This design comes from an exercise in tuning for small area and a short achievable clock period on the open sky130 flow, not from production work. RTL that was checked went through simulation tests only; none was proved equivalent to the original.

==> trial 14 <==
Design image_enhance, start of the top module:
module image_enhance (
    input  logic        clk,
    input  logic        reset,
    input  logic        stall,
    input  logic [80:0] img,
    input  logic [71:0] fil,
    input  logic [8:0]  add_img,
    output logic [29:0] out
);
clock: 20.0 ns
lec_check: 0
cap_margin: 20
core_margin: 2
core_utilization: 30
slew_margin: 20
standard.sh (not shown) runs the stock make flow with config.mk's settings and CLKGATE_MAP_FILE= SYNTH_SCRIPT=/design/flow/synth_recipe.tcl, a recipe that flattens the netlist after the stock synthesis.
==> flow/flow/run.sh <==
#!/bin/bash
# Layout flow: the standard synthesis, then a netlist pass that removes
# inverters around the full-adder cells (flow/invopt.py), then the standard
# ORFS flow from floorplan to finish with the settings in flow/settings.txt.
set -euo pipefail
R=orfs/results/sky130hd/image_enhance/base
bash standard.sh synth > synth.log 2>&1
python3 flow/invopt.py $R/1_2_yosys.v $R/1_2_yosys_invopt.v > invopt.log 2>&1
cp $R/1_2_yosys.v $R/1_2_yosys_orig.v
cp $R/1_2_yosys_invopt.v $R/1_2_yosys.v
rm -f $R/1_synth.odb $R/1_synth.sdc
mapfile -t EXTRA < flow/settings.txt
bash standard.sh "${EXTRA[@]}" finish > finish.log 2>&1
==> flow/flow/settings.txt <==
SETUP_SLACK_MARGIN=14.5
BUFFER_PORTS_ARGS=-buffer_cell sky130_fd_sc_hd__buf_4
Other scripts of this flow, unchanged in this note and not shown: flow/flow/invopt.py
==> trial 28 (differences from trial 14) <==
--- a/flow/design.v
+++ b/flow/design.v
@@ -3983,21 +3983,27 @@
     logic        d3;      
     always_ff @(posedge clk) begin
         if (!stall) begin
             xh_r <= x[19:3];
             xn_r <= x[19] & (|x[2:0]);
         end
     end
     logic signed [16:0] o_r;
+    logic               o_s;
     always_ff @(posedge clk) begin
-        if (reset) o_r <= 17'd0;
-        else if (!stall) o_r <= d3 ? xh_r + {16'd0, xn_r} : 17'd0;
+        if (reset) begin
+            o_r <= 17'd0;
+            o_s <= 1'b0;
+        end else if (!stall) begin
+            o_r <= d3 ? xh_r + {16'd0, xn_r} : 17'd0;
+            o_s <= d3 & xh_r[16] & ~(xn_r & (&xh_r[15:0]));
+        end
     end
-    assign out = {{13{o_r[16]}}, o_r};
+    assign out = {{7{o_s}}, {7{o_r[16]}}, o_r[15:0]};
     always_ff @(posedge clk) begin
         if (reset) begin
             v1 <= 1'b0;
             s2 <= 1'b0;
             d2 <= 1'b0;
             d3 <= 1'b0;
         end else if (!stall) begin
             v1 <= 1'b1;
==> flow/flow/settings.txt (replaced) <==
SETUP_SLACK_MARGIN=15.0
BUFFER_PORTS_ARGS=-buffer_cell sky130_fd_sc_hd__buf_1
==> flow/config.mk (replaced) <==
export PLATFORM = sky130hd
export DESIGN_NAME = image_enhance
export DESIGN_NICKNAME = image_enhance
export VERILOG_FILES = /design/flow/design.v
export SDC_FILE = /design/flow/constraint.sdc
export NUM_CORES = 4
export LEC_CHECK = 0
export CAP_MARGIN = 20
export CORE_MARGIN = 2
export CORE_UTILIZATION = 50
export CTS_BUF_LIST = sky130_fd_sc_hd__clkbuf_8 sky130_fd_sc_hd__clkbuf_4
export SLEW_MARGIN = 20
==> notes.md <==
Status: trial 14 no timing/DRC/antenna violations; trial 28 no timing/DRC/antenna violations
Fraction of the core area covered by cells at the end of the flow: trial 14 34.4%; trial 28 56.6%
Startpoint kind of the worst setup timing path: trial 14 input pin; trial 28 flop
DR pass1 iterations: trial 14 5; trial 28 6
Post-layout min period: trial 14 5300 ps; trial 28 5200 ps
Max FO, Critical Path: trial 14 78; trial 28 8
Clock network latency to the later pin of the worst-skew pair: trial 14 640 ps; trial 28 670 ps
Worst slack at placement: trial 14 12980 ps; trial 28 12800 ps
Critical path required time: trial 14 20270 ps; trial 28 16000 ps
Met3 global-route usage: trial 14 4.13%; trial 28 8.07%
# H-tree levels: trial 14 1; trial 28 2
Clock-pin transition on the worst setup and hold timing paths: trial 14 60 ps; trial 28 70 ps
Relative area change from synthesis to final layout: trial 14 13.8%; trial 28 12.4%
No functional check of the RTL was part of trial 28.

==> run G: inputs <==
Another version of the RTL of image_enhance (not shown whole).
==> flow/config.mk <==
export PLATFORM = sky130hd
export DESIGN_NAME = image_enhance
export DESIGN_NICKNAME = image_enhance
export VERILOG_FILES = /design/flow/design.v
export SDC_FILE = /design/flow/constraint.sdc
export NUM_CORES = 4
export LEC_CHECK = 0
export CAP_MARGIN = 20
export CORE_MARGIN = 2
export CORE_UTILIZATION = 55
export SLEW_MARGIN = 20
==> flow/constraint.sdc <==
create_clock -name core_clock -period 20.0 [get_ports {clk}]
set_input_delay 4.0000 -clock core_clock [delete_from_list [all_inputs] [get_ports {clk}]]
set_output_delay 4.0000 -clock core_clock [all_outputs]
set_load 0.01 [all_outputs]
==> flow/flow/run.sh <==
#!/bin/bash
# Layout flow: the standard synthesis, then a netlist pass that removes
# inverters around the full-adder cells (flow/invopt.py: cell polarities chosen so fewer inverters are needed), then the standard
# ORFS flow from floorplan to finish with the settings in flow/settings.txt.
set -euo pipefail
R=orfs/results/sky130hd/image_enhance/base
bash standard.sh synth > synth.log 2>&1
python3 flow/invopt.py $R/1_2_yosys.v $R/1_2_yosys_invopt.v > invopt.log 2>&1
cp $R/1_2_yosys.v $R/1_2_yosys_orig.v
cp $R/1_2_yosys_invopt.v $R/1_2_yosys.v
rm -f $R/1_synth.odb $R/1_synth.sdc
mapfile -t EXTRA < flow/settings.txt
bash standard.sh "${EXTRA[@]}" finish > finish.log 2>&1
==> flow/flow/settings.txt <==
SETUP_SLACK_MARGIN=15.0
BUFFER_PORTS_ARGS=-buffer_cell sky130_fd_sc_hd__buf_1
Other scripts of this flow, unchanged in this note and not shown: flow/flow/invopt.py
==> run A: changes against run G <==
Settings changed: CORE_UTILIZATION 55 to 30.
==> run Y: changes against run G <==
==> flow/flow/run.sh (replaced) <==
#!/bin/bash
# Layout flow:
#  1. the standard synthesis (standard.sh synth), unchanged;
#  2. flow/invopt.py on its netlist: picks the polarity in which each
#     full adder and 2-input AND/OR/XOR gate works, so that fewer inverters
#     are needed, and puts each full adder's latest input on its fastest pin
#     (the logic and the registers are left as they are);
#  3. the standard ORFS flow from floorplan to finish, with the make settings
#     in flow/settings.txt, one per line: ports buffered with buf_1, and
#     timing repair asked for 14.9 ns of setup slack (a 5.1 ns period), at
#     the design's clock period and constraints.
# Each step's output goes to its own log file in the work folder.
set -euo pipefail
R=orfs/results/sky130hd/image_enhance/base
bash standard.sh synth > synth.log 2>&1
python3 flow/invopt.py $R/1_2_yosys.v $R/1_2_yosys_invopt.v > invopt.log 2>&1
cp $R/1_2_yosys.v $R/1_2_yosys_orig.v
cp $R/1_2_yosys_invopt.v $R/1_2_yosys.v
rm -f $R/1_synth.odb $R/1_synth.sdc
mapfile -t EXTRA < flow/settings.txt
bash standard.sh "${EXTRA[@]}" finish > finish.log 2>&1
==> flow/flow/settings.txt (replaced) <==
SETUP_SLACK_MARGIN=14.9
BUFFER_PORTS_ARGS=-buffer_cell sky130_fd_sc_hd__buf_1
Settings changed: CORE_UTILIZATION 55 to 70, CTS_CLUSTER_DIAMETER set to 80, CTS_CLUSTER_SIZE set to 30.
==> out/results.txt <==
Status: complete, no violations
Met2 Use GR: 33.36%
Crit path largest cell delay: 0.40 ns
Gr usage total: 19.32%
Placed instance count: 3,117
Largest net degree at the start of global routing: 77
Crit-path slowest cell: dfxtp_4
Total Wirelength: 81,130 µm
Vias after detailed routing: 15,980
Setup WS pre-CTS: 13.26 ns
(the above is from run A)
==> out/results.txt <==
Largest net degree at the start of global routing: 84
Status: complete, no violations
Total Wirelength: 67,730 µm
# diodes: 0
Crit-path slowest cell: dfxtp_1
Final Wtd Congestion: 0.9874
Setup WS pre-CTS: 13.51 ns
Vias after detailed routing: 16,100
FILL cells: 2,334
Crit path largest cell delay: 0.38 ns
Crit path DAT: 1.09 ns
Worst Hold End: o_r[0]
Number of buffers and inverters on the critical path: 1
Gr usage total: 39.35%
Commonest non-fill, non-tap cell in the layout: fa_1
(the above is from run Y)
==> out/results.txt <==
Status: complete, no violations
Post-cts resize count: 95
Fraction of area in multi-input gates: 61.48%
Gr usage total: 31.96%
Met2 Use GR: 50.02%
Grt total ovfl: 0
Crit-path slowest cell: dfxtp_4
Vias after detailed routing: 15,950
Sink Count: 256
Total Wirelength: 71,370 µm
Largest net degree at the start of global routing: 43
(the above is from run G)

separate check: timing with driven ports:
The results above use ideal ports. As a check the final layouts listed here were re-extracted and re-timed, cells and wires unchanged.
Step 1: set_driving_cell puts a clkbuf_16 on clk and a buf_2 on each other input, an assumption about the parent block.
Step 2 times the ports against the registers' clock, not the clock port: input delays grow and output delays shrink by t, the midpoint of the rising clock arrivals with the driver on.
a / b / c = ideal ports / drivers / drivers and shift; a / b = the first two.
| run | t (ns) | setup slack, ns | worst register clock-pin slew, ns | worst data-port slew with drivers (ns) |
|---|---|---|---|---|
| trial 14 | 0.682 | 14.703 / 14.692 / 14.064 | 0.07 / 0.07 | 0.09 |
| trial 28 | 0.702 | 14.798 / 14.738 / 14.366 | 0.07 / 0.07 | 0.05 |
| run G | 0.633 | 14.917 / 14.857 / 14.541 | 0.06 / 0.06 | 0.05 |
| run A | 0.646 | 14.907 / 14.842 / 14.448 | 0.07 / 0.07 | 0.07 |
| run Y | 0.599 | 14.913 / 14.853 / 14.388 | 0.11 / 0.11 | 0.06 |
After both steps every run listed still meets setup and hold. The setup slack of trial 14, which loses most, moves by -0.011 ns with the drivers and by -0.639 ns with both steps.
